From an optimization exercise on the open Yosys and OpenROAD flow, aimed at small area, a short achievable clock period and few clock cycles; shortcuts taken in it are not production practice. At most, simulation tests tie the RTL to the original design; equivalence was not proved. Power and IR drop assume default switching activity.

## rev 12
==> flow/design.v <==
module chip #(
    parameter int IN_BYTES  = 7,
    parameter int OUT_BYTES = 6
)(
    input wire clk,
    input wire rst_n,
    input wire in_valid,
    output reg in_ready,
    input  wire [7:0] in_data,
    output reg out_valid,
    input wire out_ready,
    output reg [7:0] out_data
);
    function automatic [7:0] crc8_upd(input [7:0] c, input [7:0] b);
        reg [7:0] t;
        integer i;
        begin
            t = c ^ b;
            for (i = 0; i < 8; i = i + 1)
                t = t[7] ? ((t << 1) ^ 8'h07) : (t << 1);
            crc8_upd = t;
        end
    endfunction
    function automatic [3:0] lshift10(input [9:0] v);
        integer j;
        begin
            lshift10 = 4'd9;
            for (j = 0; j < 10; j = j + 1)
                if (v[j]) lshift10 = 4'd9 - j[3:0];
        end
    endfunction
    reg [2:0] icnt;      
    reg [7:0] din;       
    reg       acc_r;     
    reg [7:0] P;         
    reg       sg;        
    reg       dv;        
    reg       dfirst;    
    reg [9:0] S;         
    reg [7:0] Y;         
    reg [7:0] Z;         
    reg [7:0] crc_i;     
    reg       pok;       
    reg       full;      
    localparam [2:0] O_LOAD = 3'd0, O_B0 = 3'd1, O_B1 = 3'd2, O_B2 = 3'd3,
                     O_B3 = 3'd4, O_B4 = 3'd5, O_B5 = 3'd6, O_IDLE = 3'd7;
    reg [2:0] ost;
    reg       lat;       
    reg [3:0] m;         
    reg       ok;
    reg [7:0] crc_o;     
    wire accept = in_valid & in_ready;
    wire ovalid = (ost != O_LOAD) && (ost != O_IDLE);    
    wire fire   = ovalid & out_ready;
    wire k0   = (icnt == 3'd1);
    wire k1   = (icnt == 3'd2);
    wire k4   = (icnt == 3'd5);
    wire k5   = (icnt == 3'd6);
    wire k6   = (icnt == 3'd0);
    wire kodd = (icnt == 3'd2) || (icnt == 3'd4) || (icnt == 3'd6);
    wire       zpair = k5;
    wire [8:0] tsum  = {P[7], P} + {~din[7], ~din} + {8'd0, ~zpair};
    wire [8:0] dnew  = tsum ^ {9{zpair}};
    wire [9:0] s_base = dfirst ? 10'd0 : S;
    wire [9:0] s_new  = s_base + {2'b00, P ^ {8{sg}}} + {9'd0, sg};
    wire [7:0] crc_i_new = crc8_upd(k0 ? 8'h00 : crc_i, din);
    wire       proc6     = acc_r && k6;
    wire ost_end  = ost[2] & ost[1];                        
    wire latch_ok = full && !lat && ost_end;
    wire go       = (lat || latch_ok) && (ost == O_IDLE || (ost == O_B5 && out_ready));
    wire       use_z = ~ost[2] & ost[1];                    
    wire       hi    = ~ost[2] & ~ost[0];                   
    wire [7:0] v     = use_z ? Z : Y;
    wire [17:0] lres = {8'd0, v[7], v[7], v} << m;
    wire [7:0]  vbyte = ~ok ? 8'h00 : hi ? {{7{v[7]}}, lres[9]} : lres[8:1];
    wire [7:0]  crc_o_new = crc8_upd((ost == O_LOAD) ? 8'h00 : crc_o, vbyte);
    wire [2:0] icnt_inc = (icnt == 3'd6) ? 3'd0 : icnt + 3'd1;
    wire [2:0] icnt_n   = accept ? icnt_inc : icnt;
    wire       full_n   = (full & ~latch_ok) | proc6;
    wire       lat_n    = (lat | latch_ok) & ~go;
    wire [2:0] ost_n    = go ? O_LOAD : (ost == O_LOAD || fire) ? ost + 3'd1 : ost;
    wire on_byte  = (icnt == 3'd1) || (icnt == 3'd4) || (icnt == 3'd6);    
    wire pre_byte = (icnt == 3'd0) || (icnt == 3'd3) || (icnt == 3'd5);    
    wire t1 = (icnt == 3'd0) || (icnt == 3'd1);
    wire t4 = (icnt == 3'd3) || (icnt == 3'd4);
    wire       go0    = (lat || latch_ok) && (ost == O_IDLE);
    wire       go1    = (lat || latch_ok) && ost_end;
    wire       lat_n0 = (lat | latch_ok) & ~go0;
    wire       lat_n1 = (lat | latch_ok) & ~go1;
    wire [2:0] ost_n0 = go0 ? O_LOAD : (ost == O_LOAD) ? O_B0 : ost;
    wire [2:0] ost_n1 = go1 ? O_LOAD : (ost == O_LOAD || ovalid) ? ost + 3'd1 : ost;
    function automatic cond(input ty1, input ty4, input fl, input lt, input [2:0] os);
        if (ty1)      cond = ~fl | (~lt & os[2] & os[1]);    
        else if (ty4) cond = ~lt & (os[2] | os[1]);           
        else          cond = ~lt & os[2];                     
    endfunction
    wire c0 = cond(t1, t4, full_n, lat_n0, ost_n0);
    wire c1 = cond(t1, t4, full_n, lat_n1, ost_n1);
    wire c  = out_ready ? c1 : c0;
    wire ready_n = c | ~(on_byte | pre_byte) | (on_byte & accept) | (pre_byte & ~accept);
    always @(posedge clk) begin
        din <= in_data;
        if (!rst_n) begin
            icnt      <= 3'd0;
            acc_r     <= 1'b0;
            dv        <= 1'b0;
            full      <= 1'b0;
            lat       <= 1'b0;
            ost       <= O_IDLE;
            out_valid <= 1'b0;
            in_ready  <= 1'b1;
        end else begin
            icnt     <= icnt_n;
            acc_r    <= accept;
            full     <= full_n;
            lat      <= lat_n;
            ost      <= ost_n;
            in_ready <= ready_n;
            dv       <= acc_r & kodd;
            if (ost == O_LOAD) out_valid <= 1'b1;
            else if (fire && ost == O_B5) out_valid <= 1'b0;
        end
        if (acc_r) begin
            crc_i <= crc_i_new;
            if (k6) pok <= (crc_i_new == 8'h00);
            if (kodd) begin
                P      <= dnew[7:0];
                sg     <= dnew[8];
                dfirst <= k1;
            end else begin
                P      <= din;
            end
            if (k4) Y <= P;
            if (k6) Z <= P;
        end
        if (dv) S <= s_new;
        if (latch_ok) begin
            m  <= lshift10(S);
            ok <= pok;
        end
        if (ost == O_LOAD) begin
            out_data <= vbyte;
            crc_o    <= crc_o_new;
        end else if (fire) begin
            case (ost)
                O_B0, O_B1, O_B2: out_data <= vbyte;
                O_B3:             out_data <= crc_o;
                O_B4:             out_data <= ok ? 8'h01 : 8'h02;
                default:          ;
            endcase
            if (ost == O_B0 || ost == O_B1 || ost == O_B2) crc_o <= crc_o_new;
        end
    end
endmodule
==> flow/config.mk <==
export PLATFORM = sky130hd
export DESIGN_NAME = chip
export DESIGN_NICKNAME = chip
export VERILOG_FILES = /design/flow/design.v
export SDC_FILE = /design/flow/constraint.sdc
export NUM_CORES = 4
export LEC_CHECK = 0
export CAP_MARGIN = 20
export CORE_MARGIN = 2
export CORE_UTILIZATION = 65
export CTS_BUF_LIST = sky130_fd_sc_hd__clkbuf_4 sky130_fd_sc_hd__clkbuf_8
export SLEW_MARGIN = 20
==> flow/constraint.sdc <==
create_clock -name core_clock -period 10.0 [get_ports {clk}]
set_input_delay 2.0000 -clock core_clock [delete_from_list [all_inputs] [get_ports {clk}]]
set_output_delay 2.0000 -clock core_clock [all_outputs]
set_load 0.01 [all_outputs]
standard.sh (not shown) runs the stock make flow with config.mk's settings and CLKGATE_MAP_FILE= SYNTH_SCRIPT=/design/flow/synth_recipe.tcl, a recipe that flattens the netlist after the stock synthesis.
==> flow/flow/run.sh <==
#!/bin/bash
# Standard ORFS layout (the standard.sh: unchanged synthesis, floorplan,
# power grid, placement, CTS and routing) with a tighter setup target for the
# timing repair steps, so that the resizer also shortens paths that already
# meet the 10 ns clock. The constraints (constraint.sdc) are not changed.
# make's full output goes to standard_make.log; each ORFS step keeps its own
# log under orfs/logs/.
set -euo pipefail
bash standard.sh SETUP_SLACK_MARGIN=7.0 "BUFFER_PORTS_ARGS=-buffer_cell sky130_fd_sc_hd__buf_1" "CTS_ARGS=-sink_clustering_enable -repair_clock_nets -dont_use_dummy_load -buf_list {sky130_fd_sc_hd__clkbuf_4 sky130_fd_sc_hd__clkbuf_8}" finish > standard_make.log 2>&1
For rev 13, these inputs were changed with respect to rev 12:
--- a/flow/design.v
+++ b/flow/design.v
@@ -18,18 +18,18 @@
             t = c ^ b;
             for (i = 0; i < 8; i = i + 1)
                 t = t[7] ? ((t << 1) ^ 8'h07) : (t << 1);
             crc8_upd = t;
         end
     endfunction
-    function automatic [3:0] lshift10(input [9:0] v);
+    function automatic [3:0] msb10(input [9:0] v);
         integer j;
         begin
-            lshift10 = 4'd9;
+            msb10 = 0;
             for (j = 0; j < 10; j = j + 1)
-                if (v[j]) lshift10 = 4'd9 - j[3:0];
+                if (v[j]) msb10 = j[3:0];
         end
     endfunction
     reg [2:0] icnt;      
     reg [7:0] din;       
     reg       acc_r;     
     reg [7:0] P;         
@@ -43,13 +43,13 @@
     reg       pok;       
     reg       full;      
     localparam [2:0] O_LOAD = 3'd0, O_B0 = 3'd1, O_B1 = 3'd2, O_B2 = 3'd3,
                      O_B3 = 3'd4, O_B4 = 3'd5, O_B5 = 3'd6, O_IDLE = 3'd7;
     reg [2:0] ost;
     reg       lat;       
-    reg [3:0] m;         
+    reg [3:0] sh;
     reg       ok;
     reg [7:0] crc_o;     
     wire accept = in_valid & in_ready;
     wire ovalid = (ost != O_LOAD) && (ost != O_IDLE);    
     wire fire   = ovalid & out_ready;
     wire k0   = (icnt == 3'd1);
@@ -68,14 +68,16 @@
     wire ost_end  = ost[2] & ost[1];                        
     wire latch_ok = full && !lat && ost_end;
     wire go       = (lat || latch_ok) && (ost == O_IDLE || (ost == O_B5 && out_ready));
     wire       use_z = ~ost[2] & ost[1];                    
     wire       hi    = ~ost[2] & ~ost[0];                   
     wire [7:0] v     = use_z ? Z : Y;
-    wire [17:0] lres = {8'd0, v[7], v[7], v} << m;
-    wire [7:0]  vbyte = ~ok ? 8'h00 : hi ? {{7{v[7]}}, lres[9]} : lres[8:1];
+    wire [16:0] lsrc = {v[7], v, 8'h00};
+    wire [16:0] lres = lsrc >> sh;
+    wire        hbit = (sh[3] | (sh[2:0] == 3'd7)) ? v[7] : v[sh[2:0]];
+    wire [7:0]  vbyte = ~ok ? 8'h00 : hi ? {{7{v[7]}}, hbit} : lres[7:0];
     wire [7:0]  crc_o_new = crc8_upd((ost == O_LOAD) ? 8'h00 : crc_o, vbyte);
     wire [2:0] icnt_inc = (icnt == 3'd6) ? 3'd0 : icnt + 3'd1;
     wire [2:0] icnt_n   = accept ? icnt_inc : icnt;
     wire       full_n   = (full & ~latch_ok) | proc6;
     wire       lat_n    = (lat | latch_ok) & ~go;
     wire [2:0] ost_n    = go ? O_LOAD : (ost == O_LOAD || fire) ? ost + 3'd1 : ost;
@@ -132,13 +134,13 @@
             end
             if (k4) Y <= P;
             if (k6) Z <= P;
         end
         if (dv) S <= s_new;
         if (latch_ok) begin
-            m  <= lshift10(S);
+            sh <= msb10(S);
             ok <= pok;
         end
         if (ost == O_LOAD) begin
             out_data <= vbyte;
             crc_o    <= crc_o_new;
         end else if (fire) begin
## What came out
- Of rev 13 and rev 12, rev 12 shows the higher average via count per standard cell, with rev 13 below it.
- On transition time at the pin with the least slew margin: between rev 13 and rev 12, it ends up lower for rev 13.
- Compared with rev 12, in rev 13 final core utilization went up, routed wire length now sits at about the same level, leakage component of the power increased 0.090 nW, floorplan die area ~0 delta, adder-cell share of the synthesized area now sits at about the same level.
- The synthesized-area fraction occupied by ao, oa, aoi and oai cells reported for rev 13 is greater than that of rev 12 by 1.3 points.
- Rev 13 against rev 12: highest achievable clock rate went up; combinational power went up; hold slack went up; share of the yosys chip area belonging to registers did not really move.
- On share of cell area taken by multi-input logic gates, rev 13 and rev 12 are basically level.
Testbench counts of rev 13, summed over its fixed seeds: cycles 2,760.
No functional check of the RTL was part of rev 12.

-- separate check: timing with driven ports --
No port has a modelled driver above. Below, the same layouts with a new extraction and two added sets of constraints. Step 1 (the two cells are an assumption about what drives the block):
set clk [get_ports {clk}]
set_driving_cell -lib_cell sky130_fd_sc_hd__clkbuf_16 $clk
set_driving_cell -lib_cell sky130_fd_sc_hd__buf_2 [delete_from_list [all_inputs] $clk]
Step 2 adds t to the input delays and takes it off the output delays; t is the mean of the earliest and latest rising clock arrival at the registers after step 1. Input paths then give back, and output paths get back, about the clock's delay inside the block. Slacks: no drivers / after step 1 / after step 2; pairs: no drivers / after step 1.
| run | t (ns) | setup WS [ns] | hold WS [ns] | worst setup path at the end | latest minus earliest clock arrival (ns) |
|---|---|---|---|---|---|
| rev 12 | 0.370 | 7.082 / 7.092 / 6.722 | 0.415 / 0.415 / 0.415 | input to register | 0.027 / 0.028 |
| rev 13 | 0.386 | 7.093 / 7.061 / 6.781 | 0.448 / 0.448 / 0.448 | input to register | 0.022 / 0.022 |
After both steps every run listed still meets setup and hold. For rev 12, which loses most, drivers alone change the setup slack by +0.010 ns; drivers and shift together by -0.360 ns.
